What follows belongs to an exercise in optimizing a design on an open flow for small area and a short achievable clock period; a production flow would make more cautious choices.
The RTL was checked by simulation tests, not by an equivalence proof against the original design.
Power figures rest on the tool's default switching activity, not on a simulated workload.

==> v31: inputs <==
## ALU_TOP
module ALU_TOP (
input wire signed [15:0] A,
input wire signed [15:0] B,
input wire [3:0] ALU_FUNC,
input wire CLK,
input wire RST,
output reg signed [31:0] Arith_OUT,
output reg [15:0] Logic_OUT,
output reg [1:0] CMP_OUT,
output reg [16:0] SHIFT_OUT,
output reg Arith_Flag, Logic_Flag, CMP_Flag, SHIFT_Flag
	);
Settings: LEC_CHECK=0, ABC_AREA=1, CAP_MARGIN=20, CORE_MARGIN=2, CORE_UTILIZATION=60, SLEW_MARGIN=20; clock period 95.0 ns.
standard.sh (not shown) runs the stock make flow with config.mk's settings and CLKGATE_MAP_FILE= SYNTH_SCRIPT=/design/flow/synth_recipe.tcl, a recipe that flattens the netlist after the stock synthesis.
==> flow/flow/run.sh <==
#!/bin/bash
# The standard layout (standard.sh) with three changes:
#  - synthesis is the standard synthesis with ABC's mapping script replaced by
#    flow/abc.script (flow/synth.tcl); the registers are the standard synthesis's;
#  - every port is buffered by the smallest buffer cell instead of the one buffer_ports
#    picks by default;
#  - repair_timing aims for 44 ns of setup slack (SETUP_SLACK_MARGIN) instead of 0, so the
#    resizer upsizes the critical path; the clock and constraints stay the design's.
# Each tool's output lands in the ORFS logs under orfs/logs/; make's own output goes to
# standard_flow.log in this folder.
set -euo pipefail
bash standard.sh "SYNTH_SCRIPT=$PWD/flow/synth.tcl" \
  "BUFFER_PORTS_ARGS=-buffer_cell sky130_fd_sc_hd__buf_1" \
  SETUP_SLACK_MARGIN=44 finish > standard_flow.log 2>&1
==> flow/flow/abc.script <==
strash
dch
map -a
topo
stime -c
==> flow/flow/synth.tcl <==
# The standard synthesis (synth_recipe.tcl in the work folder), with ABC's mapping script
# replaced by flow/abc.script. Only the combinational mapping changes; the registers are the
# standard synthesis's.
set my_flow_dir [file dirname [file normalize [info script]]]
proc abc {args} {
  set i [lsearch -exact $args -script]
  if {$i >= 0} { lset args [expr {$i + 1}] [file join $::my_flow_dir abc.script] }
  yosys abc {*}$args
}
source [file join [file dirname $my_flow_dir] synth_recipe.tcl]
==> v17 (differences from v31) <==
==> flow/flow/abc.script (replaced) <==
strash
&get -n
&st
&dch
&nf
&put
topo
stime -c
CORE_UTILIZATION = 40   (was 60)
==> run notes <==
v17 completed with no timing, DRC or antenna violations. v31 produced a clean layout.
Final cell count: v31 is higher than v17 (about 1.2%).
Between v17 and v31, the lower via count is in v17 (gap about 8%, measured against v31).
In combinational power, v17 and v31 hardly differ.
Sequential power is about the same in v31 and v17.
In v31 the non-clock buffer count is lower than in v17, by 6.
In v31 the hold slack is better than in v17, by 0.060 ns.
In v31 the clock power is higher than in v17, by about 10%.
Against v31, the die area of v17 is larger by about 50%.
Power is about the same in v31 and v17.
In v17 the critical path depth is lower than in v31, by 38.
Synthesized cell count: v17 is smaller than v31 (about 11%).


==> 11-07 <==
ALU_TOP, a different RTL version from the one above (not shown whole).
Settings: LEC_CHECK=0, ABC_AREA=1, CAP_MARGIN=20, CORE_MARGIN=2, CORE_UTILIZATION=40, SLEW_MARGIN=20; clock period 95.0 ns.
run.sh (not shown) runs the stock make flow with config.mk's settings and CLKGATE_MAP_FILE= SYNTH_SCRIPT=/design/flow/synth_recipe.tcl, a recipe that flattens the netlist after the stock synthesis.
Stock flow here: none of the scripts above is used.
==> 04-17 (differences from 11-07) <==
==> flow/flow/run.sh (new file) <==
#!/bin/bash
# The standard layout (standard.sh), with every port buffered by the smallest buffer cell
# instead of the one buffer_ports picks by default. Each tool's output lands in the ORFS logs
# under orfs/logs/; make's own output goes to standard_flow.log in this folder.
set -euo pipefail
bash standard.sh "BUFFER_PORTS_ARGS=-buffer_cell sky130_fd_sc_hd__buf_1" finish > standard_flow.log 2>&1
==> flow/standard.sh (new file) <==
#!/bin/bash
# synth_recipe.tcl (not shown) runs the flow's synth.tcl, then flattens the netlist and writes it again
# the make line also repeats each setting of config.mk as NAME=value (left out here)
make -C /OpenROAD-flow-scripts/flow DESIGN_CONFIG=/design/flow/config.mk WORK_HOME=/design/flow/orfs CLKGATE_MAP_FILE= SYNTH_SCRIPT=/design/flow/synth_recipe.tcl "${@:-finish}"
Settings changed: CORE_UTILIZATION 40 to 65.
removed: flow/run.sh
==> 11-23 (differences from 11-07) <==
==> flow/flow/run.sh (new file) <==
#!/bin/bash
# The standard layout (standard.sh), with every port buffered by the smallest buffer cell
# instead of the one buffer_ports picks by default. Each tool's output lands in the ORFS logs
# under orfs/logs/; make's own output goes to standard_flow.log in this folder.
set -euo pipefail
bash standard.sh "BUFFER_PORTS_ARGS=-buffer_cell sky130_fd_sc_hd__buf_1" finish > standard_flow.log 2>&1
==> flow/standard.sh (new file) <==
#!/bin/bash
# synth_recipe.tcl (not shown) runs the flow's synth.tcl, then flattens the netlist and writes it again
# the make line also repeats each setting of config.mk as NAME=value (left out here)
make -C /OpenROAD-flow-scripts/flow DESIGN_CONFIG=/design/flow/config.mk WORK_HOME=/design/flow/orfs CLKGATE_MAP_FILE= SYNTH_SCRIPT=/design/flow/synth_recipe.tcl "${@:-finish}"
removed: flow/run.sh
==> run notes <==
	11-07	11-23	04-17
Die area	45,700 µm²	45,700 µm²	28,400 µm²
Clk power	0.0361 mW	0.0364 mW	0.0340 mW
Number of buffers and inverters on the critical path	21	24	24
Data arrival time at the worst-slack endpoint	51,510 ps	50,940 ps	50,870 ps
Leakage power	10.0 nW	9.79 nW	9.77 nW
Non-clock buffers	155	160	157
Post-placement setup slack	43,880 ps	44,190 ps	44,510 ps
Die height	214 µm	214 µm	169 µm
Detailed-routing iteration count for the pre-antenna-repair pass	6	5	5
Total power of the final layout	0.401 mW	0.395 mW	0.397 mW
Layout Nets	2,828	2,833	2,830
Detailed-route wire length	59.7 mm	59.6 mm	54.0 mm
Post-Route Hold Slack	18,670 ps	18,920 ps	18,800 ps
Switching part of the total power	0.525	0.528	0.533
Max layer used	met5	met5	met4
Biggest fanout along the worst timing path	28	30	30
Number of rows in the core area	76	76	60
Count of clock buffers in the final design	11	9	9
Critical path origin	B[1]	B[15]	B[15]
Sequential share of power	0.089	0.092	0.089
Total area of multi-input combinational cells	13,900 µm²	13,900 µm²	13,900 µm²
Global routing usage on met2	0.461	0.464	0.654
Worst relative slew slack	0.297	0.310	0.342
WP data required	95,210 ps	95,200 ps	95,200 ps
Status	no timing/DRC/antenna violations	no timing/DRC/antenna violations	no timing/DRC/antenna violations
Share of power burned in the clock network	0.090	0.092	0.086
Met3 Track Usage GR	0.0378	0.0325	0.0697


==> inputs of trial 47 <==
ALU_TOP with an RTL version that a note above also has.
==> flow/config.mk <==
export PLATFORM = sky130hd
export DESIGN_NAME = ALU_TOP
export DESIGN_NICKNAME = ALU_TOP
export VERILOG_FILES = /design/flow/design.v
export SDC_FILE = /design/flow/constraint.sdc
export NUM_CORES = 4
export LEC_CHECK = 0
export ABC_AREA = 1
export CAP_MARGIN = 20
export CORE_MARGIN = 2
export CORE_UTILIZATION = 40
export SLEW_MARGIN = 20
==> flow/constraint.sdc <==
create_clock -name core_clock -period 95.0 [get_ports {CLK}]
set_input_delay 19.0000 -clock core_clock [delete_from_list [all_inputs] [get_ports {CLK}]]
set_output_delay 19.0000 -clock core_clock [all_outputs]
set_load 0.01 [all_outputs]
standard.sh (not shown) runs the stock make flow with config.mk's settings and CLKGATE_MAP_FILE= SYNTH_SCRIPT=/design/flow/synth_recipe.tcl, a recipe that flattens the netlist after the stock synthesis.
==> flow/flow/run.sh <==
#!/bin/bash
# The standard layout (standard.sh) with three changes:
#  - synthesis is the standard synthesis with ABC's mapping script replaced by
#    flow/abc.script (flow/synth.tcl); the registers are the standard synthesis's;
#  - every port is buffered by the smallest buffer cell instead of the one buffer_ports
#    picks by default;
#  - repair_timing aims for 46 ns of setup slack (SETUP_SLACK_MARGIN) instead of 0, so the
#    resizer upsizes the critical path; the clock and constraints stay the design's.
# Each tool's output lands in the ORFS logs under orfs/logs/; make's own output goes to
# standard_flow.log in this folder.
set -euo pipefail
bash standard.sh "SYNTH_SCRIPT=$PWD/flow/synth.tcl" \
  "BUFFER_PORTS_ARGS=-buffer_cell sky130_fd_sc_hd__buf_1" \
  SETUP_SLACK_MARGIN=46 finish > standard_flow.log 2>&1
==> flow/flow/abc.script <==
strash
dch
map -a
topo
stime -c
Scripts as last shown in full above: flow/flow/synth.tcl
==> inputs of build 46, as changes to trial 47 <==
==> flow/flow/run.sh (replaced) <==
#!/bin/bash
# The standard layout (standard.sh) with two changes:
#  - every port is buffered by the smallest buffer cell instead of the one buffer_ports
#    picks by default;
#  - repair_timing aims for 42 ns of setup slack (SETUP_SLACK_MARGIN) instead of 0, so the
#    resizer upsizes the critical path; the clock and constraints stay the design's.
# Each tool's output lands in the ORFS logs under orfs/logs/; make's own output goes to
# standard_flow.log in this folder.
set -euo pipefail
bash standard.sh "BUFFER_PORTS_ARGS=-buffer_cell sky130_fd_sc_hd__buf_1" \
  SETUP_SLACK_MARGIN=42 finish > standard_flow.log 2>&1
removed: flow/flow/abc.script
removed: flow/flow/synth.tcl
==> inputs of build 22, as changes to trial 47 <==
==> flow/flow/run.sh (replaced) <==
#!/bin/bash
# The standard layout (standard.sh) with two changes:
#  - every port is buffered by the smallest buffer cell instead of the one buffer_ports
#    picks by default;
#  - repair_timing aims for 47 ns of setup slack (SETUP_SLACK_MARGIN) instead of 0, so the
#    resizer upsizes the critical path; the clock and constraints stay the design's.
# Each tool's output lands in the ORFS logs under orfs/logs/; make's own output goes to
# standard_flow.log in this folder.
set -euo pipefail
bash standard.sh "BUFFER_PORTS_ARGS=-buffer_cell sky130_fd_sc_hd__buf_1" \
  SETUP_SLACK_MARGIN=47 finish > standard_flow.log 2>&1
removed: flow/flow/abc.script
removed: flow/flow/synth.tcl
==> flow_summary.yaml <==
status:
  outcome: "no timing/DRC/antenna violations"
synth:
  yosys-top-cells-area: "fa_1 17%, xor2_1 12%, ha_1 12%"
  synthAdderAreaFrac_pct: 28.8
floorplanning:
  taps: 525
final_layout:
  multi_input_area_share_pct: 75.2
Source of the figures above: build 46

==> flow_summary.yaml <==
floorplanning:
  taps: 468
synth:
  yosys-top-cells-area: "fa_1 19%, xor2_1 13%, ha_1 13%"
  synthAdderAreaFrac_pct: 31.8
status:
  outcome: "no timing/DRC/antenna violations"
critical_path:
  critPathSlowestCell: "o31ai_1"
  cp-start-kind: "primary input"
Source of the figures above: trial 47

==> flow_summary.yaml <==
status:
  outcome: "no timing/DRC/antenna violations"
synth:
  yosys-top-cells-area: "fa_1 17%, xor2_1 12%, ha_1 12%"
  synthAdderAreaFrac_pct: 28.8
final_layout:
  multi_input_area_share_pct: 74.0
floorplanning:
  taps: 525
power_and_ir_drop:
  switching_share_pct: 52.4
Source of the figures above: build 22

-- re-timing with driven ports --
How much do the figures lean on ideal ports? The routed layouts below were timed once more, with nothing changed but the port constraints. Step 1 sets driving cells, clkbuf_16 on the clock port and buf_2 on the other inputs (assumed; they add their load-dependent delay and slew). Step 2 times the ports against the registers' clock, not the clock port: input delays grow and output delays shrink by t, the midpoint of the rising clock arrivals with the driver on. Slacks: no drivers / after step 1 / after step 2; pairs: no drivers / after step 1.
| run | t (ns) | slack for setup (ns) | worst setup path after step 2 |
|---|---|---|---|
| v31 | 0.397 | 46.180 / 46.151 / 45.754 | input to register |
| v17 | 0.387 | 46.258 / 46.268 / 45.882 | input to register |
| 11-07 | 0.426 | 43.702 / 43.721 / 43.295 | input to register |
| 04-17 | 0.397 | 44.332 / 44.357 / 43.961 | input to register |
| 11-23 | 0.395 | 44.253 / 44.271 / 43.877 | input to register |
| trial 47 | 0.396 | 48.059 / 47.945 / 47.549 | input to register |
| build 46 | 0.421 | 45.169 / 45.196 / 44.774 | input to register |
| build 22 | 0.425 | 48.871 / 48.899 / 48.474 | input to register |
After both steps every run listed still meets setup and hold. The setup slack of trial 47, which loses most, moves by -0.114 ns with the drivers and by -0.510 ns with both steps.
